What follows belongs to an exercise in optimizing a design on an open flow for small area, a short achievable clock period and few clock cycles per item; a production flow would make more cautious choices.
No functional check of the RTL was part of any run shown here.
Power figures rest on the tool's default switching activity, not on a simulated workload.

`flow/config.mk`:
```
export PLATFORM = sky130hd
export DESIGN_NAME = systolic_pe
export DESIGN_NICKNAME = systolic_pe
export VERILOG_FILES = /design/flow/design.v
export SDC_FILE = /design/flow/constraint.sdc
export NUM_CORES = 4
export LEC_CHECK = 0
export CAP_MARGIN = 20
export CORE_MARGIN = 2
export CORE_UTILIZATION = 40
export SETUP_SLACK_MARGIN = 0
export SLEW_MARGIN = 20
```
`flow/constraint.sdc`:
```
create_clock -name core_clock -period 5.0 [get_ports {clk}]
set_input_delay 1.0000 -clock core_clock [delete_from_list [all_inputs] [get_ports {clk}]]
set_output_delay 1.0000 -clock core_clock [all_outputs]
set_load 0.01 [all_outputs]
```
`flow/design.v`:
```
`default_nettype none
module systolic_pe(
  clk, reset, cntrl,
  i_stb, o_stb, i_busy, o_busy,
  data_in, weight_in, acc_in,
  acc_out, data_out, weight_out
);
  input wire clk;
  input wire reset;
  input wire cntrl;
  input wire i_stb;
  input wire i_busy;
  input wire [7:0] data_in;
  input wire [7:0] weight_in;
  input wire [31:0] acc_in;
  output wire [31:0] acc_out;
  output wire [7:0] data_out;
  output wire [7:0] weight_out;
  output wire o_stb;
  output wire o_busy;
  reg valid;
  wire load = ~valid | ~i_busy;
  always @(posedge clk) begin
    if (reset) valid <= 1'b0;
    else if (load) valid <= i_stb;
  end
  assign o_stb  = valid;
  assign o_busy = valid;
  wire pp0_0 = data_in[0] & weight_in[0];
  wire pp0_1 = data_in[0] & weight_in[1];
  wire pp0_2 = data_in[0] & weight_in[2];
  wire pp0_3 = data_in[0] & weight_in[3];
  wire pp0_4 = data_in[0] & weight_in[4];
  wire pp0_5 = data_in[0] & weight_in[5];
  wire pp0_6 = data_in[0] & weight_in[6];
  wire pp0_7 = data_in[0] & weight_in[7];
  wire pp1_0 = data_in[1] & weight_in[0];
  wire pp1_1 = data_in[1] & weight_in[1];
  wire pp1_2 = data_in[1] & weight_in[2];
  wire pp1_3 = data_in[1] & weight_in[3];
  wire pp1_4 = data_in[1] & weight_in[4];
  wire pp1_5 = data_in[1] & weight_in[5];
  wire pp1_6 = data_in[1] & weight_in[6];
  wire pp1_7 = data_in[1] & weight_in[7];
  wire pp2_0 = data_in[2] & weight_in[0];
  wire pp2_1 = data_in[2] & weight_in[1];
  wire pp2_2 = data_in[2] & weight_in[2];
  wire pp2_3 = data_in[2] & weight_in[3];
  wire pp2_4 = data_in[2] & weight_in[4];
  wire pp2_5 = data_in[2] & weight_in[5];
  wire pp2_6 = data_in[2] & weight_in[6];
  wire pp2_7 = data_in[2] & weight_in[7];
  wire pp3_0 = data_in[3] & weight_in[0];
  wire pp3_1 = data_in[3] & weight_in[1];
  wire pp3_2 = data_in[3] & weight_in[2];
  wire pp3_3 = data_in[3] & weight_in[3];
  wire pp3_4 = data_in[3] & weight_in[4];
  wire pp3_5 = data_in[3] & weight_in[5];
  wire pp3_6 = data_in[3] & weight_in[6];
  wire pp3_7 = data_in[3] & weight_in[7];
  wire pp4_0 = data_in[4] & weight_in[0];
  wire pp4_1 = data_in[4] & weight_in[1];
  wire pp4_2 = data_in[4] & weight_in[2];
  wire pp4_3 = data_in[4] & weight_in[3];
  wire pp4_4 = data_in[4] & weight_in[4];
  wire pp4_5 = data_in[4] & weight_in[5];
  wire pp4_6 = data_in[4] & weight_in[6];
  wire pp4_7 = data_in[4] & weight_in[7];
  wire pp5_0 = data_in[5] & weight_in[0];
  wire pp5_1 = data_in[5] & weight_in[1];
  wire pp5_2 = data_in[5] & weight_in[2];
  wire pp5_3 = data_in[5] & weight_in[3];
  wire pp5_4 = data_in[5] & weight_in[4];
  wire pp5_5 = data_in[5] & weight_in[5];
  wire pp5_6 = data_in[5] & weight_in[6];
  wire pp5_7 = data_in[5] & weight_in[7];
  wire pp6_0 = data_in[6] & weight_in[0];
  wire pp6_1 = data_in[6] & weight_in[1];
  wire pp6_2 = data_in[6] & weight_in[2];
  wire pp6_3 = data_in[6] & weight_in[3];
  wire pp6_4 = data_in[6] & weight_in[4];
  wire pp6_5 = data_in[6] & weight_in[5];
  wire pp6_6 = data_in[6] & weight_in[6];
  wire pp6_7 = data_in[6] & weight_in[7];
  wire pp7_0 = data_in[7] & weight_in[0];
  wire pp7_1 = data_in[7] & weight_in[1];
  wire pp7_2 = data_in[7] & weight_in[2];
  wire pp7_3 = data_in[7] & weight_in[3];
  wire pp7_4 = data_in[7] & weight_in[4];
  wire pp7_5 = data_in[7] & weight_in[5];
  wire pp7_6 = data_in[7] & weight_in[6];
  wire pp7_7 = data_in[7] & weight_in[7];
  wire ha0_s = acc_in[5] ^ pp0_5;
  wire ha0_c = acc_in[5] & pp0_5;
  wire fa0_s = acc_in[6] ^ pp0_6 ^ pp1_5;
  wire fa0_c = (acc_in[6] & pp0_6) | (acc_in[6] & pp1_5) | (pp0_6 & pp1_5);
  wire ha1_s = pp2_4 ^ pp3_3;
  wire ha1_c = pp2_4 & pp3_3;
  wire fa1_s = acc_in[7] ^ pp0_7 ^ pp1_6;
  wire fa1_c = (acc_in[7] & pp0_7) | (acc_in[7] & pp1_6) | (pp0_7 & pp1_6);
  wire fa2_s = pp2_5 ^ pp3_4 ^ pp4_3;
  wire fa2_c = (pp2_5 & pp3_4) | (pp2_5 & pp4_3) | (pp3_4 & pp4_3);
  wire ha2_s = pp5_2 ^ pp6_1;
  wire ha2_c = pp5_2 & pp6_1;
  wire fa3_s = acc_in[8] ^ pp1_7 ^ pp2_6;
  wire fa3_c = (acc_in[8] & pp1_7) | (acc_in[8] & pp2_6) | (pp1_7 & pp2_6);
  wire fa4_s = pp3_5 ^ pp4_4 ^ pp5_3;
  wire fa4_c = (pp3_5 & pp4_4) | (pp3_5 & pp5_3) | (pp4_4 & pp5_3);
  wire ha3_s = pp6_2 ^ pp7_1;
  wire ha3_c = pp6_2 & pp7_1;
  wire fa5_s = acc_in[9] ^ pp2_7 ^ pp3_6;
  wire fa5_c = (acc_in[9] & pp2_7) | (acc_in[9] & pp3_6) | (pp2_7 & pp3_6);
  wire fa6_s = pp4_5 ^ pp5_4 ^ pp6_3;
  wire fa6_c = (pp4_5 & pp5_4) | (pp4_5 & pp6_3) | (pp5_4 & pp6_3);
  wire fa7_s = acc_in[10] ^ pp3_7 ^ pp4_6;
  wire fa7_c = (acc_in[10] & pp3_7) | (acc_in[10] & pp4_6) | (pp3_7 & pp4_6);
  wire ha4_s = acc_in[3] ^ pp0_3;
  wire ha4_c = acc_in[3] & pp0_3;
  wire fa8_s = acc_in[4] ^ pp0_4 ^ pp1_3;
  wire fa8_c = (acc_in[4] & pp0_4) | (acc_in[4] & pp1_3) | (pp0_4 & pp1_3);
  wire ha5_s = pp2_2 ^ pp3_1;
  wire ha5_c = pp2_2 & pp3_1;
  wire fa9_s = pp1_4 ^ pp2_3 ^ pp3_2;
  wire fa9_c = (pp1_4 & pp2_3) | (pp1_4 & pp3_2) | (pp2_3 & pp3_2);
  wire fa10_s = pp4_1 ^ pp5_0 ^ ha0_s;
  wire fa10_c = (pp4_1 & pp5_0) | (pp4_1 & ha0_s) | (pp5_0 & ha0_s);
  wire fa11_s = pp4_2 ^ pp5_1 ^ pp6_0;
  wire fa11_c = (pp4_2 & pp5_1) | (pp4_2 & pp6_0) | (pp5_1 & pp6_0);
  wire fa12_s = ha0_c ^ ha1_s ^ fa0_s;
  wire fa12_c = (ha0_c & ha1_s) | (ha0_c & fa0_s) | (ha1_s & fa0_s);
  wire fa13_s = pp7_0 ^ ha1_c ^ ha2_s;
  wire fa13_c = (pp7_0 & ha1_c) | (pp7_0 & ha2_s) | (ha1_c & ha2_s);
  wire fa14_s = fa0_c ^ fa1_s ^ fa2_s;
  wire fa14_c = (fa0_c & fa1_s) | (fa0_c & fa2_s) | (fa1_s & fa2_s);
  wire fa15_s = ha2_c ^ ha3_s ^ fa1_c;
  wire fa15_c = (ha2_c & ha3_s) | (ha2_c & fa1_c) | (ha3_s & fa1_c);
  wire fa16_s = fa2_c ^ fa3_s ^ fa4_s;
  wire fa16_c = (fa2_c & fa3_s) | (fa2_c & fa4_s) | (fa3_s & fa4_s);
  wire fa17_s = pp7_2 ^ ha3_c ^ fa3_c;
  wire fa17_c = (pp7_2 & ha3_c) | (pp7_2 & fa3_c) | (ha3_c & fa3_c);
  wire fa18_s = fa4_c ^ fa5_s ^ fa6_s;
  wire fa18_c = (fa4_c & fa5_s) | (fa4_c & fa6_s) | (fa5_s & fa6_s);
  wire fa19_s = pp5_5 ^ pp6_4 ^ pp7_3;
  wire fa19_c = (pp5_5 & pp6_4) | (pp5_5 & pp7_3) | (pp6_4 & pp7_3);
  wire fa20_s = fa5_c ^ fa6_c ^ fa7_s;
  wire fa20_c = (fa5_c & fa6_c) | (fa5_c & fa7_s) | (fa6_c & fa7_s);
  wire fa21_s = acc_in[11] ^ pp4_7 ^ pp5_6;
  wire fa21_c = (acc_in[11] & pp4_7) | (acc_in[11] & pp5_6) | (pp4_7 & pp5_6);
  wire fa22_s = pp6_5 ^ pp7_4 ^ fa7_c;
  wire fa22_c = (pp6_5 & pp7_4) | (pp6_5 & fa7_c) | (pp7_4 & fa7_c);
  wire fa23_s = acc_in[12] ^ pp5_7 ^ pp6_6;
  wire fa23_c = (acc_in[12] & pp5_7) | (acc_in[12] & pp6_6) | (pp5_7 & pp6_6);
  wire ha6_s = acc_in[2] ^ pp0_2;
  wire ha6_c = acc_in[2] & pp0_2;
  wire fa24_s = pp1_2 ^ pp2_1 ^ pp3_0;
  wire fa24_c = (pp1_2 & pp2_1) | (pp1_2 & pp3_0) | (pp2_1 & pp3_0);
  wire fa25_s = pp4_0 ^ ha4_c ^ ha5_s;
  wire fa25_c = (pp4_0 & ha4_c) | (pp4_0 & ha5_s) | (ha4_c & ha5_s);
  wire fa26_s = ha5_c ^ fa8_c ^ fa9_s;
  wire fa26_c = (ha5_c & fa8_c) | (ha5_c & fa9_s) | (fa8_c & fa9_s);
  wire fa27_s = fa9_c ^ fa11_s ^ fa10_c;
  wire fa27_c = (fa9_c & fa11_s) | (fa9_c & fa10_c) | (fa11_s & fa10_c);
  wire fa28_s = fa11_c ^ fa13_s ^ fa12_c;
  wire fa28_c = (fa11_c & fa13_s) | (fa11_c & fa12_c) | (fa13_s & fa12_c);
  wire fa29_s = fa13_c ^ fa15_s ^ fa14_c;
  wire fa29_c = (fa13_c & fa15_s) | (fa13_c & fa14_c) | (fa15_s & fa14_c);
  wire fa30_s = fa15_c ^ fa17_s ^ fa16_c;
  wire fa30_c = (fa15_c & fa17_s) | (fa15_c & fa16_c) | (fa17_s & fa16_c);
  wire fa31_s = fa19_s ^ fa17_c ^ fa18_c;
  wire fa31_c = (fa19_s & fa17_c) | (fa19_s & fa18_c) | (fa17_c & fa18_c);
  wire fa32_s = fa19_c ^ fa21_s ^ fa22_s;
  wire fa32_c = (fa19_c & fa21_s) | (fa19_c & fa22_s) | (fa21_s & fa22_s);
  wire fa33_s = pp7_5 ^ fa21_c ^ fa23_s;
  wire fa33_c = (pp7_5 & fa21_c) | (pp7_5 & fa23_s) | (fa21_c & fa23_s);
  wire fa34_s = acc_in[13] ^ pp6_7 ^ pp7_6;
  wire fa34_c = (acc_in[13] & pp6_7) | (acc_in[13] & pp7_6) | (pp6_7 & pp7_6);
  wire ha7_s = acc_in[1] ^ pp0_1;
  wire ha7_c = acc_in[1] & pp0_1;
  wire fa35_s = pp1_1 ^ pp2_0 ^ ha6_s;
  wire fa35_c = (pp1_1 & pp2_0) | (pp1_1 & ha6_s) | (pp2_0 & ha6_s);
  wire fa36_s = ha6_c ^ ha4_s ^ fa24_s;
  wire fa36_c = (ha6_c & ha4_s) | (ha6_c & fa24_s) | (ha4_s & fa24_s);
  wire fa37_s = fa24_c ^ fa8_s ^ fa25_s;
  wire fa37_c = (fa24_c & fa8_s) | (fa24_c & fa25_s) | (fa8_s & fa25_s);
  wire fa38_s = fa25_c ^ fa10_s ^ fa26_s;
  wire fa38_c = (fa25_c & fa10_s) | (fa25_c & fa26_s) | (fa10_s & fa26_s);
  wire fa39_s = fa26_c ^ fa12_s ^ fa27_s;
  wire fa39_c = (fa26_c & fa12_s) | (fa26_c & fa27_s) | (fa12_s & fa27_s);
  wire fa40_s = fa14_s ^ fa27_c ^ fa28_s;
  wire fa40_c = (fa14_s & fa27_c) | (fa14_s & fa28_s) | (fa27_c & fa28_s);
  wire fa41_s = fa16_s ^ fa28_c ^ fa29_s;
  wire fa41_c = (fa16_s & fa28_c) | (fa16_s & fa29_s) | (fa28_c & fa29_s);
  wire fa42_s = fa18_s ^ fa29_c ^ fa30_s;
  wire fa42_c = (fa18_s & fa29_c) | (fa18_s & fa30_s) | (fa29_c & fa30_s);
  wire fa43_s = fa20_s ^ fa30_c ^ fa31_s;
  wire fa43_c = (fa20_s & fa30_c) | (fa20_s & fa31_s) | (fa30_c & fa31_s);
  wire fa44_s = fa20_c ^ fa32_s ^ fa31_c;
  wire fa44_c = (fa20_c & fa32_s) | (fa20_c & fa31_c) | (fa32_s & fa31_c);
  wire fa45_s = fa22_c ^ fa33_s ^ fa32_c;
  wire fa45_c = (fa22_c & fa33_s) | (fa22_c & fa32_c) | (fa33_s & fa32_c);
  wire fa46_s = fa23_c ^ fa34_s ^ fa33_c;
  wire fa46_c = (fa23_c & fa34_s) | (fa23_c & fa33_c) | (fa34_s & fa33_c);
  wire fa47_s = acc_in[14] ^ pp7_7 ^ fa34_c;
  wire fa47_c = (acc_in[14] & pp7_7) | (acc_in[14] & fa34_c) | (pp7_7 & fa34_c);
  wire [16:0] row0 = {1'b0, fa47_c, fa46_c, fa45_c, fa44_c, fa43_c, fa42_c, fa41_c, fa40_c, fa39_c, fa38_c, fa37_c, fa36_c, fa35_c, ha7_c, pp1_0, acc_in[0]};
  wire [16:0] row1 = {1'b0, acc_in[15], fa47_s, fa46_s, fa45_s, fa44_s, fa43_s, fa42_s, fa41_s, fa40_s, fa39_s, fa38_s, fa37_s, fa36_s, fa35_s, ha7_s, pp0_0};
  wire top = row0[16] | row1[16];
  reg [7:0]  data_r;
  reg [7:0]  weight_r;
  reg [15:0] acc_hi_r;
  wire [6:0] sum_lo = row0[5:0] + row1[5:0];
  reg  [5:0] sum_lo_r;
  reg  [16:6] row0_r;
  reg  [15:6] row1_r;
  reg  cin_r;
  always @(posedge clk) begin
    if (load) begin
      data_r   <= data_in;
      weight_r <= weight_in;
      acc_hi_r <= acc_in[31:16];
      sum_lo_r <= sum_lo[5:0];
      cin_r    <= sum_lo[6];
      row0_r   <= {top, row0[15:6]};
      row1_r   <= row1[15:6];
    end
  end
  wire [11:0] mid = {row0_r[15:6], cin_r} + {row1_r[15:6], cin_r};
  wire inc = mid[11] | row0_r[16];
  wire [15:0] all1;
  assign all1[0] = 1'b1;
  assign all1[1] = &acc_hi_r[0:0];
  assign all1[2] = &acc_hi_r[1:0];
  assign all1[3] = &acc_hi_r[2:0];
  assign all1[4] = &acc_hi_r[3:0];
  assign all1[5] = &acc_hi_r[4:0];
  assign all1[6] = &acc_hi_r[5:0];
  assign all1[7] = &acc_hi_r[6:0];
  assign all1[8] = &acc_hi_r[7:0];
  assign all1[9] = &acc_hi_r[8:0];
  assign all1[10] = &acc_hi_r[9:0];
  assign all1[11] = &acc_hi_r[10:0];
  assign all1[12] = &acc_hi_r[11:0];
  assign all1[13] = &acc_hi_r[12:0];
  assign all1[14] = &acc_hi_r[13:0];
  assign all1[15] = &acc_hi_r[14:0];
  wire [15:0] hi = acc_hi_r ^ (all1 & {16{inc}});
  assign acc_out    = {hi, mid[10:1], sum_lo_r};
  assign data_out   = data_r;
  assign weight_out = weight_r;
endmodule
```
`flow/flow/run.sh`:
```
#!/bin/bash
# The standard layout, with two changes: Yosys's synth runs without its quick
# internal abc pass (so the full adders extract without inverters; the final
# abc mapping still runs), and the port buffers are plain buffer cells.
set -euo pipefail
export SYNTH_ARGS="-noabc"
export BUFFER_PORTS_ARGS="-buffer_cell sky130_fd_sc_hd__buf_2"
bash standard.sh finish > standard_flow.log 2>&1
```
`flow/standard.sh`:
```
#!/bin/bash
# synth_recipe.tcl (not shown) runs the flow's synth.tcl, then flattens the netlist and writes it again
# the make line also repeats each setting of config.mk as NAME=value (left out here)
make -C /OpenROAD-flow-scripts/flow DESIGN_CONFIG=/design/flow/config.mk WORK_HOME=/design/flow/orfs CLKGATE_MAP_FILE= SYNTH_SCRIPT=/design/flow/synth_recipe.tcl "${@:-finish}"
```
==> impl_metrics.prom, run 1 <==
# TYPE chip_impl_metric gauge
chip_impl_info{name="outcome",value="finished clean"} 1
chip_impl_metric{name="crit_required",unit="ns"} 4.00
chip_impl_metric{name="yosys-mux-area-fraction",unit=""} 0
chip_impl_metric{name="irDropWorstVdd",unit="mV"} 0.191
chip_impl_metric{name="globalRouteTotalUtil",unit=""} 0.161
chip_impl_metric{name="dp_hpwl",unit="µm"} 6500
chip_impl_metric{name="die_height",unit="µm"} 106
chip_impl_metric{name="final_antenna_net_count",unit=""} 0
chip_impl_metric{name="port-buffer-count",unit=""} 101
chip_impl_metric{name="leakage_power_summed_over_all_cells",unit="nW"} 2.22
chip_impl_metric{name="ys_types",unit=""} 31
chip_impl_metric{name="detail_route.wirelength",unit="µm"} 8390
chip_impl_metric{name="syn-cell-area",unit="µm²"} 4200
chip_impl_metric{name="power.density_cell_area",unit="nW/µm²"} 424
chip_impl_metric{name="route.detailed.wl_per_inst",unit="µm"} 15.0
chip_impl_info{name="worstSetupStartpointType",value="flip-flop"} 1
chip_impl_metric{name="slew_violations",unit=""} 0
chip_impl_metric{name="syn-instance-count",unit=""} 308
chip_impl_metric{name="yosysWarningCount",unit=""} 1
chip_impl_metric{name="synth_top_area_frac",unit=""} 0.422
chip_impl_metric{name="design_power_total",unit="W"} 0.00215
chip_impl_metric{name="ys_seq_elements",unit=""} 60
chip_impl_info{name="synth_top_cell_by_area",value="edfxtp_1"} 1
chip_impl_metric{name="crit_path_max_fanout",unit=""} 6
chip_impl_metric{name="postSynth.asyncResetShare",unit=""} 0
chip_impl_metric{name="final_layout_size_suffix_gt1_frac",unit=""} 0.299
chip_impl_info{name="hold_path.class",value="flip-flop to flip-flop"} 1
chip_impl_metric{name="synth.avg_cell_area",unit="µm²"} 13.6
chip_impl_metric{name="fp.dieW",unit="µm"} 106
chip_impl_metric{name="clk_transition_reported_paths",unit="ns"} 0.07
chip_impl_metric{name="post-route-period-util",unit=""} 0.731
chip_impl_metric{name="vias_per_cell",unit=""} 4.80
chip_impl_info{name="cts-root-buf",value="clkbuf_8"} 1
chip_impl_metric{name="global_route.overflow_total",unit=""} 0
chip_impl_metric{name="routed-via-count",unit=""} 2693
chip_impl_metric{name="starting_density_of_the_core",unit=""} 0.409
chip_impl_metric{name="grt_max_degree",unit=""} 45
chip_impl_metric{name="grt_pass1_vias",unit=""} 2840
chip_impl_metric{name="synthXorXnorAreaFrac",unit=""} 0.0584
chip_impl_info{name="post_synth_most_frequent_cells",value="64 x and2_1, 59 x edfxtp_1, 50 x fa_1, 25 x ha_1, 18 x xnor2_1"} 1
chip_impl_metric{name="clock-skew-final",unit="ns"} 0.00950
chip_impl_metric{name="ctsLongestPathBuffers",unit=""} 2
chip_impl_metric{name="firstDrtPassIters",unit=""} 4
chip_impl_metric{name="postCtsHoldBufs",unit=""} 0
chip_impl_metric{name="totalNegativeSetupSlack",unit="ns"} 0
chip_impl_info{name="cts_tree",value="yes"} 1
chip_impl_metric{name="detail_route.drc_violations",unit=""} 0
chip_impl_metric{name="rows",unit=""} 37
chip_impl_metric{name="grt_pass1_wl",unit="µm"} 13800
chip_impl_info{name="rsz0062_at_grt",value="no"} 1
chip_impl_metric{name="worst-endpoint-arrival",unit="ns"} 2.66
chip_impl_metric{name="die_area",unit="µm²"} 11300
chip_impl_metric{name="final_period_minus_worst_setup_slack",unit="ns"} 3.66
chip_impl_info{name="class_of_the_most_critical_setup_path",value="flip-flop to output pin"} 1
chip_impl_info{name="synth.area.top_cells",value="edfxtp_1 42%, fa_1 24%, and2_1 9.5%"} 1
chip_impl_metric{name="synth-compound-area-share",unit=""} 0.0510
chip_impl_metric{name="core_region_area",unit="µm²"} 10300
chip_impl_metric{name="synth_enable_flop_cells",unit=""} 59
chip_impl_metric{name="diodes",unit=""} 0
chip_impl_metric{name="core_utilization_of_the_finished_layout",unit=""} 0.494
chip_impl_info{name="timing.critical_path.to_type",value="output pin"} 1
chip_impl_metric{name="synth-adder-area-share",unit=""} 0.313
chip_impl_metric{name="post_synth_and_or_nand_nor_area_fraction",unit=""} 0.145
chip_impl_metric{name="detailedRoute.firstIterationViolations",unit=""} 124
chip_impl_info{name="synth-main-ff-cell",value="edfxtp_1"} 1
chip_impl_metric{name="areaGrowthSynthToFinish",unit="%"} 20.9
chip_impl_metric{name="initial_antenna_violation_count",unit=""} 0
chip_impl_metric{name="hold_violations",unit=""} 0
chip_impl_metric{name="timing.max_slew.rel_slack",unit=""} 0.584
chip_impl_metric{name="setup-violations-final",unit=""} 0
chip_impl_metric{name="floorplan.io_pins",unit=""} 103
chip_impl_metric{name="clk-insertion-delay-late",unit="ns"} 0.35
chip_impl_metric{name="tightestPinTransition",unit="ns"} 0.620
chip_impl_metric{name="ys_seq_area_frac",unit=""} 0.427
chip_impl_metric{name="postCtsSetupRepairBufs",unit=""} 0
chip_impl_metric{name="clock_sink_count",unit=""} 60
chip_impl_info{name="combinational_family_with_the_most_area_after_synthesis",value="adder cells"} 1
chip_impl_metric{name="number_of_nets_in_the_finished_design",unit=""} 548
chip_impl_info{name="synth_most_common_cell",value="and2_1"} 1
chip_impl_metric{name="finalWeightedCongestion",unit=""} 0.838
chip_impl_metric{name="cts_resized",unit=""} 0
chip_impl_metric{name="cts.htree.levels",unit=""} 3
chip_impl_metric{name="drv.max_cap_violation_count",unit=""} 0
chip_impl_metric{name="clock.fmax",unit="GHz"} 0.274
chip_impl_metric{name="syn-num-nets",unit=""} 436
chip_impl_metric{name="numCtsBuffers",unit=""} 9
==> state kept, by name, summed over array words and instances (netlist names) <==
signal / cells
weight_r: 8
row0_r: 10
data_r: 8
cin_r: 1
row1_r: 10
valid: 1
acc_hi_r: 16
sum_lo_r: 6
==> path summary, 6_finish.rpt <==
check / startpoint / endpoint / slack (ns) / cells past startpoint
worst min-delay path: valid / valid / 0.55 / 2
worst max-delay path: row0_r[7] / acc_out[18] / 1.34 / 9
worst max register to register: valid / acc_hi_r[1] / 3.42 / 2
worst min register to register: valid / valid / 0.55 / 2
==> metal layers <==
metal	routed length [µm]	vias to the layer above	GRT usage
met3	483	12	0.0417
met1	3900	1302	0.215
li1	-	1295	-
met2	3840	84	0.254
met4	162	0	0.0622
met5	0	-	0
==> through the flow <==
step	setup slack, ns	std cells	hold WS, ns	instance area, µm²
after floorplan	1.76	308	0.549	4200
after global placement	1.48	545	0.532	4880
after detailed placement	1.46	545	0.540	4880
after CTS	1.26	561	0.553	5080
after global routing	1.10	561	0.591	5080
final	1.34	561	0.548	5080
==> critical path, cell delays in order (launching register included) <==
cell and delay (ns):
edfxtp_1 0.37, ha_1 0.38, a21oi_1 0.16, nor2_1 0.08, a211oi_1 0.50, and2_2 0.29, inv_1 0.06, and3_1 0.19
xor2_1 0.13, buf_2 0.14
==> cell families after synthesis <==
logic type,Yosys count
flip-flops,60
buffers and inverters,6
XOR/XNOR,28
AO/OA/AOI/OAI,32
adder cells (fa/ha/maj),75
AND/OR/NAND/NOR,107
==> final cells by class <==
cell class | instances | area, µm²
Fill cell | 953 | 5200
Tap cell | 136 | 170
Clock inverter | 7 | 76.3
Timing Repair Buffer | 102 | 513
Inverter | 5 | 18.8
Multi-Input combinational cell | 242 | 2380
Sequential cell | 60 | 1790
Clock buffer | 9 | 124
==> power by group <==
part / internal (W) / switching, W / leakage, nW / total (W)
clock network: 0.000232 / 0.000206 / 0.0958 / 0.000438
registers: 0.000686 / 0.0000364 / 0.627 / 0.000723
logic: 0.000444 / 0.000547 / 1.50 / 0.000991
==> cells in the final DEF, fill, tap and decap left out, types with 4 or more instances in the layout <==
master,instances
nor2_1,16
xnor2_1,18
a21oi_1,12
inv_1,5
edfxtp_1,59
clkbuf_8,9
xor2_1,10
fa_1,50
and2_1,64
o21ai_0,5
nand3_1,7
buf_2,101
ha_1,25
nand2_1,8
a21o_1,4
==> run 2: changes to the inputs <==
--- a/flow/config.mk
+++ b/flow/config.mk
@@ -8,5 +8,5 @@
 export CAP_MARGIN = 20
 export CORE_MARGIN = 2
 export CORE_UTILIZATION = 40
-export SETUP_SLACK_MARGIN = 0
+export SETUP_SLACK_MARGIN = 1.5
 export SLEW_MARGIN = 20
==> impl_metrics.prom, run 2 <==
# TYPE chip_impl_metric gauge
chip_impl_metric{name="route.detailed.wl_per_inst",unit="µm"} 15.3
chip_impl_info{name="class_of_the_most_critical_setup_path",value="flip-flop to output pin"} 1
chip_impl_metric{name="ys_seq_elements",unit=""} 60
chip_impl_metric{name="worst-endpoint-arrival",unit="ns"} 2.44
chip_impl_metric{name="postCtsHoldBufs",unit=""} 0
chip_impl_info{name="rsz0062_at_grt",value="yes"} 1
chip_impl_metric{name="met2_usage",unit=""} 0.260
chip_impl_metric{name="clk-insertion-delay-late",unit="ns"} 0.35
chip_impl_metric{name="clock-skew-final",unit="ns"} 0.00954
chip_impl_metric{name="core_region_area",unit="µm²"} 10300
chip_impl_metric{name="tightestPinTransition",unit="ns"} 0.533
chip_impl_metric{name="fp.dieW",unit="µm"} 106
chip_impl_metric{name="starting_density_of_the_core",unit=""} 0.409
chip_impl_info{name="post_synth_most_frequent_cells",value="64 x and2_1, 59 x edfxtp_1, 50 x fa_1, 25 x ha_1, 18 x xnor2_1"} 1
chip_impl_metric{name="detail_route.wirelength",unit="µm"} 8740
chip_impl_metric{name="rows",unit=""} 37
chip_impl_info{name="worstSetupStartpointType",value="flip-flop"} 1
chip_impl_metric{name="grt_pass1_wl",unit="µm"} 14200
chip_impl_metric{name="irDropWorstVdd",unit="mV"} 0.192
chip_impl_metric{name="yosys-mux-area-fraction",unit=""} 0
chip_impl_info{name="cts_tree",value="yes"} 1
chip_impl_metric{name="syn-num-nets",unit=""} 436
chip_impl_metric{name="final_layout_size_suffix_gt1_frac",unit=""} 0.364
chip_impl_info{name="outcome",value="finished clean"} 1
chip_impl_info{name="combinational_family_with_the_most_area_after_synthesis",value="adder cells"} 1
chip_impl_metric{name="post_synth_and_or_nand_nor_area_fraction",unit=""} 0.145
chip_impl_metric{name="globalRouteTotalUtil",unit=""} 0.165
chip_impl_metric{name="vias_per_cell",unit=""} 4.81
chip_impl_metric{name="cts.htree.levels",unit=""} 3
chip_impl_metric{name="drv.max_cap_violation_count",unit=""} 0
chip_impl_metric{name="final_period_minus_worst_setup_slack",unit="ns"} 3.44
chip_impl_metric{name="clk_transition_reported_paths",unit="ns"} 0.07
chip_impl_info{name="cts-root-buf",value="clkbuf_8"} 1
chip_impl_metric{name="ys_types",unit=""} 31
chip_impl_metric{name="leakage_power_summed_over_all_cells",unit="nW"} 2.29
chip_impl_info{name="timing.critical_path.to_type",value="output pin"} 1
chip_impl_info{name="synth-main-ff-cell",value="edfxtp_1"} 1
chip_impl_metric{name="dp_hpwl",unit="µm"} 6500
chip_impl_metric{name="synthXorXnorAreaFrac",unit=""} 0.0584
chip_impl_metric{name="synth-adder-area-share",unit=""} 0.313
chip_impl_info{name="layout.cells.most_common_list",value="101 x buf_2, 64 x and2_1, 59 x edfxtp_1"} 1
chip_impl_metric{name="gr-usage-met1",unit=""} 0.220
chip_impl_metric{name="setup_slack_reg_to_reg",unit="ns"} 3.42
chip_impl_metric{name="hold_ws",unit="ns"} 0.548
chip_impl_metric{name="post-route-period-util",unit=""} 0.687
chip_impl_info{name="synth_most_common_cell",value="and2_1"} 1
chip_impl_metric{name="grt_pass1_vias",unit=""} 2903
chip_impl_metric{name="finalWeightedCongestion",unit=""} 0.838
chip_impl_metric{name="instances_no_fill",unit=""} 570
chip_impl_metric{name="synth-compound-area-share",unit=""} 0.0510
chip_impl_metric{name="number_of_nets_in_the_finished_design",unit=""} 557
chip_impl_info{name="biggestRegsByFlops",value="acc_hi_r x16, row0_r x10, row1_r x10"} 1
chip_impl_info{name="mostFrequentLayoutCell",value="buf_2"} 1
chip_impl_metric{name="grt_max_degree",unit=""} 45
chip_impl_metric{name="initial_antenna_violation_count",unit=""} 0
chip_impl_metric{name="synth_enable_flop_cells",unit=""} 59
chip_impl_metric{name="die_height",unit="µm"} 106
chip_impl_metric{name="grt.met3_usage",unit=""} 0.0417
chip_impl_metric{name="totalNegativeSetupSlack",unit="ns"} 0
chip_impl_metric{name="nFillCells",unit=""} 916
chip_impl_metric{name="ctsLongestPathBuffers",unit=""} 2
chip_impl_metric{name="placed_cells",unit=""} 545
chip_impl_metric{name="die_area",unit="µm²"} 11300
chip_impl_metric{name="clock.fmax",unit="GHz"} 0.291
chip_impl_metric{name="syn-cell-area",unit="µm²"} 4200
chip_impl_metric{name="hold_violations",unit=""} 0
chip_impl_metric{name="clock_sink_count",unit=""} 60
chip_impl_metric{name="detailedRoute.firstIterationViolations",unit=""} 114
chip_impl_metric{name="floorplan.io_pins",unit=""} 103
chip_impl_metric{name="port-buffer-count",unit=""} 101
chip_impl_metric{name="detail_route.drc_violations",unit=""} 0
chip_impl_metric{name="global_route.overflow_total",unit=""} 0
chip_impl_metric{name="synth.avg_cell_area",unit="µm²"} 13.6
chip_impl_metric{name="largest_register_ffs",unit=""} 16
chip_impl_metric{name="routed-via-count",unit=""} 2743
chip_impl_metric{name="crit_required",unit="ns"} 4.00
chip_impl_metric{name="diodes",unit=""} 0
chip_impl_metric{name="crit_path_max_fanout",unit=""} 5
chip_impl_info{name="synth_top_cell_by_area",value="edfxtp_1"} 1
chip_impl_metric{name="yosysWarningCount",unit=""} 1
chip_impl_info{name="synth.area.top_cells",value="edfxtp_1 42%, fa_1 24%, and2_1 9.5%"} 1
chip_impl_metric{name="final_antenna_net_count",unit=""} 0
chip_impl_metric{name="postSynth.asyncResetShare",unit=""} 0
chip_impl_metric{name="power.density_cell_area",unit="nW/µm²"} 451
chip_impl_metric{name="syn-instance-count",unit=""} 308
chip_impl_metric{name="place_area",unit="µm²"} 4880
chip_impl_metric{name="final_cell_area",unit="µm²"} 5350
chip_impl_metric{name="synth_top_area_frac",unit=""} 0.422
chip_impl_metric{name="setup-violations-final",unit=""} 0
chip_impl_info{name="top_reg_by_flops",value="acc_hi_r"} 1
chip_impl_info{name="top_usage_layer",value="met2"} 1
chip_impl_metric{name="firstDrtPassIters",unit=""} 4
chip_impl_metric{name="ys_seq_area_frac",unit=""} 0.427
chip_impl_metric{name="timing.max_slew.rel_slack",unit=""} 0.644
chip_impl_metric{name="numCtsBuffers",unit=""} 9
chip_impl_metric{name="areaGrowthSynthToFinish",unit="%"} 27.3
chip_impl_info{name="hold_path.class",value="flip-flop to flip-flop"} 1
chip_impl_metric{name="slew_violations",unit=""} 0
==> run 2: cell types whose count changed in the layout (fill, tap and decap cells not counted), moves of 3 or more <==
cell and delta:
nor2_1 -4, nor2_2 +3, a211oi_4 +3, ha_4 +7, buf_4 +9, ha_1 -8
==> run 2: stage by stage <==
step                       util  setup slack [ns]  total power, W
after global placement    0.475              1.48         0.00171
after floorplan               -              1.76         0.00140
after global routing      0.520              1.41         0.00259
after CTS                 0.507              1.50         0.00230
final                     0.520              1.56         0.00241
after detailed placement  0.475              1.46         0.00173
==> run 2: critical path: stages, from the launching register on <==
cell	delay, ns
edfxtp_1	0.42
ha_4	0.31
nand3_4	0.08
nor3_4	0.25
o21ai_4	0.10
a2111o_1	0.47
nor3_2	0.16
xor2_1	0.15
buf_2	0.14
==> run 2: timing repair <==
item | 4_1_cts | 5_1_grt
endpoints found under the setup margin | 18 | 14
pin swaps | 11 | 13
hold endpoints to repair | 0 | 0
gates resized for setup | 11 | 22
buffers inserted | 6 | 3
==> run 2: logic make-up after synthesis <==
logic type | after synthesis
flip-flops | 60
XOR/XNOR | 28
AND/OR/NAND/NOR | 107
adder cells (fa/ha/maj) | 75
AO/OA/AOI/OAI | 32
buffers and inverters | 6
==> run 2: worst paths after layout <==
| check | startpoint | endpoint | cells past startpoint |
|---|---|---|---|
| max | row1_r[10] | acc_out[26] | 8 |
| min | valid | valid | 2 |
| max reg2reg | valid | acc_hi_r[1] | 2 |
| min reg2reg | valid | valid | 2 |
==> run 2: where the power goes <==
group / leakage [nW] / switching, W / internal, W / total (W)
clock: 0.0958 / 0.000208 / 0.000232 / 0.000440
sequential: 0.627 / 0.0000616 / 0.000689 / 0.000751
combinational: 1.56 / 0.000631 / 0.000587 / 0.00122
total: 2.29 / 0.000901 / 0.00151 / 0.00241
==> run 2: cell type report <==
type	count	area, µm²	area share
Multi-Input combinational cell	242	2580	0.483
Tap cell	136	170	0.0318
Inverter	5	18.8	0.00351
Sequential cell	60	1790	0.335
Clock inverter	7	76.3	0.0143
Clock buffer	9	124	0.0232
Timing Repair Buffer	111	581	0.109
==> run 2: routing by layer <==
| layer | wire length (µm) | up-vias |
|---|---|---|
| met5 | 0 | - |
| met2 | 4060 | 81 |
| met3 | 447 | 12 |
| met1 | 4070 | 1339 |
| met4 | 162 | 0 |
| li1 | - | 1311 |
==> run 3: changes to the inputs <==
--- a/flow/config.mk
+++ b/flow/config.mk
@@ -7,6 +7,6 @@
 export LEC_CHECK = 0
 export CAP_MARGIN = 20
 export CORE_MARGIN = 2
-export CORE_UTILIZATION = 40
+export CORE_UTILIZATION = 60
 export SETUP_SLACK_MARGIN = 1.5
 export SLEW_MARGIN = 20
==> impl_metrics.prom, run 3 <==
# TYPE chip_impl_metric gauge
chip_impl_info{name="hold_path.class",value="flip-flop to flip-flop"} 1
chip_impl_info{name="synth-main-ff-cell",value="edfxtp_1"} 1
chip_impl_metric{name="post-route-period-util",unit=""} 0.700
chip_impl_metric{name="final_layout_size_suffix_gt1_frac",unit=""} 0.337
chip_impl_metric{name="vias_per_cell",unit=""} 5.20
chip_impl_metric{name="synth.avg_cell_area",unit="µm²"} 13.6
chip_impl_metric{name="timing.max_slew.rel_slack",unit=""} 0.552
chip_impl_metric{name="clock-skew-final",unit="ns"} 0.0127
chip_impl_metric{name="post_synth_and_or_nand_nor_area_fraction",unit=""} 0.145
chip_impl_metric{name="largest_register_ffs",unit=""} 16
chip_impl_info{name="worstPathCellList",value="buf_4 > fa_2 > a21o_2 > a21oi_4 > o21ai_2 > o41ai_2 > xnor2_1 > buf_2"} 1
chip_impl_metric{name="detailedRoute.firstIterationViolations",unit=""} 98
chip_impl_info{name="worstHoldEndpoint",value="valid"} 1
chip_impl_info{name="post_synth_most_frequent_cells",value="64 x and2_1, 59 x edfxtp_1, 50 x fa_1, 25 x ha_1, 18 x xnor2_1"} 1
chip_impl_info{name="timing.critical_path.max_delay_family",value="compound AO/OA/AOI/OAI gates"} 1
chip_impl_metric{name="power.density_cell_area",unit="nW/µm²"} 452
chip_impl_metric{name="synth_enable_flop_cells",unit=""} 59
chip_impl_metric{name="place_area",unit="µm²"} 4830
chip_impl_metric{name="final_cell_area",unit="µm²"} 5230
chip_impl_metric{name="synth_top_area_frac",unit=""} 0.422
chip_impl_metric{name="final_antenna_net_count",unit=""} 0
chip_impl_metric{name="internal-power",unit="W"} 0.00152
chip_impl_metric{name="route.detailed.wl_per_inst",unit="µm"} 16.0
chip_impl_info{name="mostFrequentLayoutCell",value="buf_2"} 1
chip_impl_metric{name="clk-insertion-delay-late",unit="ns"} 0.33
chip_impl_metric{name="postSynth.asyncResetShare",unit=""} 0
chip_impl_info{name="critical_path.slowest_cell",value="edfxtp_1"} 1
chip_impl_metric{name="synthXorXnorAreaFrac",unit=""} 0.0584
chip_impl_info{name="combinational_family_with_the_most_area_after_synthesis",value="adder cells"} 1
chip_impl_metric{name="leakage_power_summed_over_all_cells",unit="nW"} 2.27
chip_impl_info{name="layout.cells.most_common_list",value="101 x buf_2, 64 x and2_1, 59 x edfxtp_1"} 1
chip_impl_metric{name="clock_power_share",unit=""} 0.196
chip_impl_metric{name="ys_seq_elements",unit=""} 60
chip_impl_metric{name="net-switching-power",unit="W"} 0.000843
chip_impl_metric{name="dp_hpwl",unit="µm"} 6260
chip_impl_metric{name="cts.htree.levels",unit=""} 3
chip_impl_metric{name="ys_types",unit=""} 31
chip_impl_info{name="cts_tree",value="yes"} 1
chip_impl_metric{name="clock.fmax",unit="GHz"} 0.286
chip_impl_info{name="synth_top_cell_by_area",value="edfxtp_1"} 1
chip_impl_metric{name="setup_slack_reg_to_reg",unit="ns"} 3.53
chip_impl_metric{name="hold_ws",unit="ns"} 0.544
chip_impl_metric{name="clock_sink_count",unit=""} 60
chip_impl_metric{name="finalWeightedCongestion",unit=""} 0.871
chip_impl_metric{name="p_sw_frac",unit=""} 0.357
chip_impl_metric{name="grt_max_degree",unit=""} 54
chip_impl_info{name="timing.critical_path.to_type",value="output pin"} 1
chip_impl_metric{name="starting_density_of_the_core",unit=""} 0.618
chip_impl_info{name="worstSetupStartpointType",value="flip-flop"} 1
chip_impl_metric{name="syn-instance-count",unit=""} 308
chip_impl_metric{name="slew_violations",unit=""} 0
chip_impl_metric{name="grt_pass1_vias",unit=""} 2755
chip_impl_metric{name="areaGrowthSynthToFinish",unit="%"} 24.5
chip_impl_info{name="biggestRegsByFlops",value="acc_hi_r x16, row0_r x10, row1_r x10"} 1
chip_impl_metric{name="sequentialPowerShare",unit=""} 0.319
chip_impl_metric{name="preCtsSetupSlack",unit="ns"} 1.46
chip_impl_metric{name="hold-path-cell-count",unit=""} 2
chip_impl_metric{name="ctsLongestPathBuffers",unit=""} 2
chip_impl_metric{name="timing.critical_path.buf_inv",unit=""} 2
chip_impl_info{name="synth.area.top_cells",value="edfxtp_1 42%, fa_1 24%, and2_1 9.5%"} 1
chip_impl_metric{name="tightestPinTransition",unit="ns"} 0.672
chip_impl_metric{name="yosys-mux-area-fraction",unit=""} 0
chip_impl_info{name="rsz0062_at_grt",value="yes"} 1
chip_impl_metric{name="design_power_total",unit="W"} 0.00236
chip_impl_metric{name="grt_pass1_wl",unit="µm"} 12900
chip_impl_metric{name="nFillCells",unit=""} 445
chip_impl_metric{name="firstDrtPassIters",unit=""} 4
chip_impl_metric{name="globalRouteTotalUtil",unit=""} 0.224
chip_impl_metric{name="hold_violations",unit=""} 0
chip_impl_metric{name="syn-cell-area",unit="µm²"} 4200
chip_impl_metric{name="die_height",unit="µm"} 87.7
chip_impl_metric{name="routed-via-count",unit=""} 2734
chip_impl_metric{name="global_route.overflow_total",unit=""} 0
chip_impl_metric{name="yosysWarningCount",unit=""} 1
chip_impl_metric{name="die_area",unit="µm²"} 7680
chip_impl_metric{name="core_region_area",unit="µm²"} 6790
chip_impl_info{name="worst_flop_to_flop_path_endpoint",value="acc_hi_r[6]"} 1
chip_impl_metric{name="ff2ff_path_depth",unit=""} 2
chip_impl_metric{name="crit_path_max_fanout",unit=""} 3
chip_impl_metric{name="fp.dieW",unit="µm"} 87.7
chip_impl_metric{name="critical-path-max-stage-delay",unit="ns"} 0.43
chip_impl_metric{name="crit_required",unit="ns"} 4.00
chip_impl_metric{name="drv.max_cap_violation_count",unit=""} 0
chip_impl_metric{name="totalNegativeSetupSlack",unit="ns"} 0
chip_impl_metric{name="detail_route.drc_violations",unit=""} 0
chip_impl_metric{name="numCtsBuffers",unit=""} 9
chip_impl_metric{name="number_of_nets_in_the_finished_design",unit=""} 553
chip_impl_info{name="outcome",value="finished clean"} 1
chip_impl_metric{name="synth-adder-area-share",unit=""} 0.313
chip_impl_metric{name="worst_slack",unit="ns"} 1.50
chip_impl_info{name="reg2reg_from",value="valid"} 1
chip_impl_metric{name="combPwrFrac",unit=""} 0.486
chip_impl_info{name="hold_path_startpoint",value="valid"} 1
chip_impl_metric{name="port-buffer-count",unit=""} 101
chip_impl_metric{name="syn-num-nets",unit=""} 436
chip_impl_info{name="class_of_the_most_critical_setup_path",value="flip-flop to output pin"} 1
chip_impl_metric{name="final_period_minus_worst_setup_slack",unit="ns"} 3.50
chip_impl_info{name="cts-root-buf",value="clkbuf_8"} 1
chip_impl_metric{name="initial_antenna_violation_count",unit=""} 0
chip_impl_metric{name="detail_route.wirelength",unit="µm"} 8410
chip_impl_metric{name="diodes",unit=""} 0
chip_impl_info{name="synth_most_common_cell",value="and2_1"} 1
chip_impl_metric{name="setup-violations-final",unit=""} 0
chip_impl_metric{name="floorplan.io_pins",unit=""} 103
chip_impl_metric{name="irDropWorstVdd",unit="mV"} 0.249
chip_impl_metric{name="rows",unit=""} 30
chip_impl_metric{name="worst-endpoint-arrival",unit="ns"} 2.50
chip_impl_metric{name="ys_seq_area_frac",unit=""} 0.427
chip_impl_metric{name="clk_transition_reported_paths",unit="ns"} 0.07
chip_impl_metric{name="synth-compound-area-share",unit=""} 0.0510
chip_impl_info{name="top_reg_by_flops",value="acc_hi_r"} 1
==> run 3: worst min-delay path, stage by stage, from the launching register on <==
cell     delay, ns
dfxtp_1       0.34
a21oi_1       0.13
nor2_1        0.04
==> run 3: area by class of cell <==
cell class	instances	area, µm²	share of cell area
Timing Repair Buffer	107	551	0.105
Sequential cell	60	1790	0.343
Tap cell	96	120	0.0230
Multi-Input combinational cell	242	2530	0.484
Inverter	5	18.8	0.00359
Clock buffer	9	124	0.0237
Clock inverter	7	91.3	0.0175
==> run 3: logic make-up (layout without fill, tap and decap cells) <==
group / after synthesis / after routing
compound gates: 32 / 32
xor+xnor: 28 / 28
fa+ha+maj: 75 / 75
buf+inv: 6 / 128
flops: 60 / 60
simple gates: 107 / 107
==> run 3: worst max-delay path by stage <==
| stage | from | end | slack (ns) | depth (start not counted) |
|---|---|---|---|---|
| CTS | row0_r[0] | acc_out[15] | 1.51 | 8 |
| global placement | data_in[1] | cin_r | 1.49 | 8 |
| detailed placement | data_in[1] | cin_r | 1.46 | 8 |
| finish | row0_r[0] | acc_out[13] | 1.50 | 8 |
| global route | row0_r[0] | acc_out[26] | 1.34 | 8 |
| floorplan | data_in[1] | cin_r | 1.76 | 7 |
==> run 3: repair_timing <==
item | 4_1_cts | 5_1_grt
hold buffers | 0 | 0
pin swaps | 3 | 8
resized for setup | 7 | 15
setup endpoints to repair | 10 | 14
setup buffers | 1 | 4
==> run 3: power groups by stage <==
stage	Clock (W)	Sequential [W]	Combinational (W)
after floorplan	0	0.000746	0.000654
after CTS	0.000473	0.000739	0.00104
after global routing	0.000494	0.000763	0.00128
final	0.000462	0.000753	0.00115
after detailed placement	0	0.000737	0.000992
after global placement	0	0.000734	0.000965
==> run 3: routing by layer <==
| metal | GRT usage | wire length [µm] | vias up |
|---|---|---|---|
| li1 | - | - | 1301 |
| met1 | 0.296 | 3540 | 1330 |
| met2 | 0.368 | 4210 | 89 |
| met3 | 0.0462 | 495 | 14 |
| met4 | 0.0853 | 154 | 0 |
| met5 | 0 | 0 | - |
==> run 3: per-stage QoR <==
stage               cells   util
floorplan             308      -
global placement      505  0.710
detailed placement    505  0.710
CTS                   522  0.752
global route          526  0.769
finish                526  0.769
==> run 4: changes to the inputs <==
--- a/flow/flow/run.sh
+++ b/flow/flow/run.sh
@@ -4,5 +4,6 @@
 # abc mapping still runs), and the port buffers are plain buffer cells.
 set -euo pipefail
 export SYNTH_ARGS="-noabc"
-export BUFFER_PORTS_ARGS="-buffer_cell sky130_fd_sc_hd__buf_2"
+export BUFFER_PORTS_ARGS="-buffer_cell sky130_fd_sc_hd__buf_1"
+export CTS_ARGS="-sink_clustering_enable -repair_clock_nets -dont_use_dummy_load"
 bash standard.sh finish > standard_flow.log 2>&1
--- a/flow/config.mk
+++ b/flow/config.mk
@@ -7,6 +7,6 @@
 export LEC_CHECK = 0
 export CAP_MARGIN = 20
 export CORE_MARGIN = 2
-export CORE_UTILIZATION = 60
+export CORE_UTILIZATION = 40
 export SETUP_SLACK_MARGIN = 1.5
 export SLEW_MARGIN = 20
==> impl_metrics.prom, run 4 <==
# TYPE chip_impl_metric gauge
chip_impl_metric{name="synth.avg_cell_area",unit="µm²"} 13.6
chip_impl_info{name="hold_path.class",value="flip-flop to flip-flop"} 1
chip_impl_metric{name="core_region_area",unit="µm²"} 10300
chip_impl_metric{name="core_utilization_of_the_finished_layout",unit=""} 0.494
chip_impl_metric{name="grt_pass1_wl",unit="µm"} 13900
chip_impl_metric{name="clk_transition_reported_paths",unit="ns"} 0.07
chip_impl_metric{name="synth-compound-area-share",unit=""} 0.0510
chip_impl_metric{name="worst-endpoint-arrival",unit="ns"} 2.50
chip_impl_metric{name="setup-violations-final",unit=""} 0
chip_impl_info{name="synth.area.top_cells",value="edfxtp_1 42%, fa_1 24%, and2_1 9.5%"} 1
chip_impl_metric{name="diodes",unit=""} 0
chip_impl_metric{name="detail_route.wirelength",unit="µm"} 8610
chip_impl_metric{name="die_height",unit="µm"} 106
chip_impl_metric{name="clock-skew-final",unit="ns"} 0.0226
chip_impl_info{name="post_synth_most_frequent_cells",value="64 x and2_1, 59 x edfxtp_1, 50 x fa_1, 25 x ha_1, 18 x xnor2_1"} 1
chip_impl_metric{name="finalWeightedCongestion",unit=""} 0.832
chip_impl_metric{name="routed-via-count",unit=""} 2729
chip_impl_info{name="mostFrequentLayoutCell",value="buf_1"} 1
chip_impl_metric{name="power.density_cell_area",unit="nW/µm²"} 428
chip_impl_metric{name="global_route.overflow_total",unit=""} 0
chip_impl_info{name="class_of_the_most_critical_setup_path",value="flip-flop to output pin"} 1
chip_impl_metric{name="ctsLongestPathBuffers",unit=""} 2
chip_impl_metric{name="crit_path_max_fanout",unit=""} 5
chip_impl_metric{name="synth_top_area_frac",unit=""} 0.422
chip_impl_info{name="worstPathCellList",value="ha_4 > a211oi_4 > nor3_4 > o21ai_4 > a2111o_1 > nor2_1 > xor2_1 > clkbuf_2"} 1
chip_impl_metric{name="final_layout_size_suffix_gt1_frac",unit=""} 0.120
chip_impl_metric{name="yosysWarningCount",unit=""} 1
chip_impl_metric{name="worst_slack",unit="ns"} 1.50
chip_impl_info{name="layout.cells.most_common_list",value="92 x buf_1, 64 x and2_1, 59 x edfxtp_1"} 1
chip_impl_metric{name="syn-num-nets",unit=""} 436
chip_impl_info{name="cts_tree",value="yes"} 1
chip_impl_metric{name="globalRouteTotalUtil",unit=""} 0.161
chip_impl_metric{name="cts.htree.levels",unit=""} 3
chip_impl_metric{name="slew_violations",unit=""} 0
chip_impl_metric{name="hold-path-cell-count",unit=""} 2
chip_impl_metric{name="tightestPinTransition",unit="ns"} 0.529
chip_impl_metric{name="grt_max_degree",unit=""} 45
chip_impl_metric{name="dp_hpwl",unit="µm"} 6470
chip_impl_metric{name="clk-insertion-delay-late",unit="ns"} 0.33
chip_impl_metric{name="irDropWorstVdd",unit="mV"} 0.177
chip_impl_info{name="top_reg_by_flops",value="acc_hi_r"} 1
chip_impl_metric{name="largest_register_ffs",unit=""} 16
chip_impl_metric{name="ys_seq_elements",unit=""} 60
chip_impl_metric{name="fp.dieW",unit="µm"} 106
chip_impl_metric{name="totalNegativeSetupSlack",unit="ns"} 0
chip_impl_metric{name="yosys-mux-area-fraction",unit=""} 0
chip_impl_info{name="synth_top_cell_by_area",value="edfxtp_1"} 1
chip_impl_metric{name="synthXorXnorAreaFrac",unit=""} 0.0584
chip_impl_info{name="worstSetupStartpointType",value="flip-flop"} 1
chip_impl_info{name="rsz0062_at_grt",value="yes"} 1
chip_impl_metric{name="areaGrowthSynthToFinish",unit="%"} 21.0
chip_impl_info{name="biggestRegsByFlops",value="acc_hi_r x16, row0_r x10, row1_r x10"} 1
chip_impl_metric{name="detail_route.drc_violations",unit=""} 0
chip_impl_metric{name="ys_seq_area_frac",unit=""} 0.427
chip_impl_metric{name="final_antenna_net_count",unit=""} 0
chip_impl_metric{name="crit_required",unit="ns"} 4.00
chip_impl_metric{name="critical-path-max-stage-delay",unit="ns"} 0.52
chip_impl_info{name="synth-main-ff-cell",value="edfxtp_1"} 1
chip_impl_metric{name="synth_enable_flop_cells",unit=""} 59
chip_impl_metric{name="port-buffer-count",unit=""} 101
chip_impl_metric{name="final_period_minus_worst_setup_slack",unit="ns"} 3.50
chip_impl_metric{name="initial_antenna_violation_count",unit=""} 0
chip_impl_metric{name="starting_density_of_the_core",unit=""} 0.409
chip_impl_metric{name="syn-instance-count",unit=""} 308
chip_impl_metric{name="ff2ff_path_depth",unit=""} 2
chip_impl_metric{name="timing.max_slew.rel_slack",unit=""} 0.647
chip_impl_info{name="critical_path.slowest_cell",value="a2111o_1"} 1
chip_impl_metric{name="preCtsSetupSlack",unit="ns"} 1.28
chip_impl_metric{name="rows",unit=""} 37
chip_impl_metric{name="clock.fmax",unit="GHz"} 0.286
chip_impl_metric{name="detailedRoute.firstIterationViolations",unit=""} 116
chip_impl_metric{name="vias_per_cell",unit=""} 4.86
chip_impl_metric{name="postCtsHoldBufs",unit=""} 0
chip_impl_info{name="cts-root-buf",value="clkbuf_8"} 1
chip_impl_metric{name="numCtsBuffers",unit=""} 9
chip_impl_metric{name="grt_pass1_vias",unit=""} 2913
chip_impl_metric{name="postSynth.asyncResetShare",unit=""} 0
chip_impl_metric{name="syn-cell-area",unit="µm²"} 4200
chip_impl_info{name="outcome",value="finished clean"} 1
chip_impl_info{name="combinational_family_with_the_most_area_after_synthesis",value="adder cells"} 1
chip_impl_info{name="synth_most_common_cell",value="and2_1"} 1
chip_impl_metric{name="number_of_nets_in_the_finished_design",unit=""} 555
chip_impl_metric{name="leakage_power_summed_over_all_cells",unit="nW"} 1.99
chip_impl_metric{name="clock_sink_count",unit=""} 60
chip_impl_metric{name="synth-adder-area-share",unit=""} 0.313
chip_impl_metric{name="post_synth_and_or_nand_nor_area_fraction",unit=""} 0.145
chip_impl_metric{name="post-route-period-util",unit=""} 0.700
chip_impl_metric{name="drv.max_cap_violation_count",unit=""} 0
chip_impl_metric{name="die_area",unit="µm²"} 11300
chip_impl_metric{name="nFillCells",unit=""} 936
chip_impl_info{name="timing.critical_path.to_type",value="output pin"} 1
chip_impl_metric{name="hold_violations",unit=""} 0
chip_impl_metric{name="floorplan.io_pins",unit=""} 103
chip_impl_metric{name="ys_types",unit=""} 31
chip_impl_metric{name="firstDrtPassIters",unit=""} 6
chip_impl_metric{name="placed_cells",unit=""} 545
chip_impl_metric{name="route.detailed.wl_per_inst",unit="µm"} 15.3
chip_impl_metric{name="instances_no_fill",unit=""} 561
[run 4: cell counts after synthesis]
No cell type changed its count.
[run 4: metrics by stage]
step,hold slack (ns),cell area [µm²],total power [W]
floorplan,0.549,4200,0.00140
global placement,0.542,4750,0.00167
detailed placement,0.546,4750,0.00169
CTS,0.559,4980,0.00212
global route,0.582,5080,0.00234
finish,0.552,5080,0.00217
[run 4: kinds of logic after synthesis]
kind of cell	after synthesis
adder cells (fa/ha/maj)	75
flip-flops	60
XOR/XNOR	28
AND/OR/NAND/NOR	107
AO/OA/AOI/OAI	32
buffers and inverters	6
[run 4: final timing paths]
check	start	end	slack, ns
setup / recovery	row0_r[0]	acc_out[24]	1.50
hold reg to reg	valid	valid	0.55
hold / removal	valid	valid	0.55
setup reg to reg	valid	row0_r[0]	3.42
[run 4: layout make-up]
class | instances | area [µm²] | share of cell area
Inverter | 5 | 18.8 | 0.00369
Clock buffer | 9 | 124 | 0.0244
Multi-Input combinational cell | 242 | 2530 | 0.497
Timing Repair Buffer | 109 | 450 | 0.0886
Tap cell | 136 | 170 | 0.0335
Sequential cell | 60 | 1790 | 0.353
[run 4: worst max-delay path, delay by kind of cell (launching register included)]
| kind | cells | cell delay [ns] |
|---|---|---|
| AO/OA/AOI/OAI | 3 | 0.69 |
| buffers and inverters | 1 | 0.15 |
| adder cells (fa/ha/maj) | 1 | 0.32 |
| flip-flops | 1 | 0.46 |
| XOR/XNOR | 1 | 0.17 |
| AND/OR/NAND/NOR | 2 | 0.40 |
[run 4: power by group]
part | switching [W] | internal (W) | total, W | leakage (nW)
registers | 0.0000589 | 0.000689 | 0.000748 | 0.627
logic | 0.000606 | 0.000499 | 0.00111 | 1.30
clock network | 0.000161 | 0.000160 | 0.000320 | 0.0647
total | 0.000826 | 0.00135 | 0.00217 | 1.99
[run 4: timing repair]
item	4_1_cts	5_1_grt
setup endpoints to repair	15	15
gates resized for setup	11	25
endpoints found under the hold margin	0	0
pin swaps	8	10
setup buffers	3	4
[run 4: metal layers]
layer	GRT usage	vias to the layer above	share of wire
li1	-	1295	-
met5	0	-	0
met2	0.258	93	0.46
met3	0.0386	11	0.058
met1	0.214	1330	0.46
met4	0.0566	0	0.015

## static timing again, ports no longer ideal
The flow's constraints put no driver on any port. The routed layouts listed below were extracted and timed again, unchanged, in two steps.
Step 1 sets driving cells, clkbuf_16 on the clock port and buf_2 on the other inputs (assumed; they add their load-dependent delay and slew).
Step 2, shift: input delay + t, output delay - t, t = (earliest + latest rising clock arrival at the registers) / 2. This alone moves slack from input paths to output paths.
Three values: ideal, step 1, step 2; two values: the first two.
run	t, ns	setup WS [ns]	latest minus earliest clock arrival (ns)	worst register clock-pin slew, ns
run 1	0.379	1.344 / 1.314 / 1.473	0.010 / 0.011	0.07 / 0.07
run 2	0.381	1.565 / 1.535 / 1.473	0.011 / 0.012	0.07 / 0.07
run 3	0.352	1.502 / 1.473 / 1.445	0.013 / 0.013	0.07 / 0.07
run 4	0.355	1.499 / 1.467 / 1.296	0.030 / 0.030	0.08 / 0.08
After both steps setup and hold are still met in every run listed. The setup slack of run 4, which loses most, moves by -0.032 ns with the drivers and by -0.203 ns with both steps.
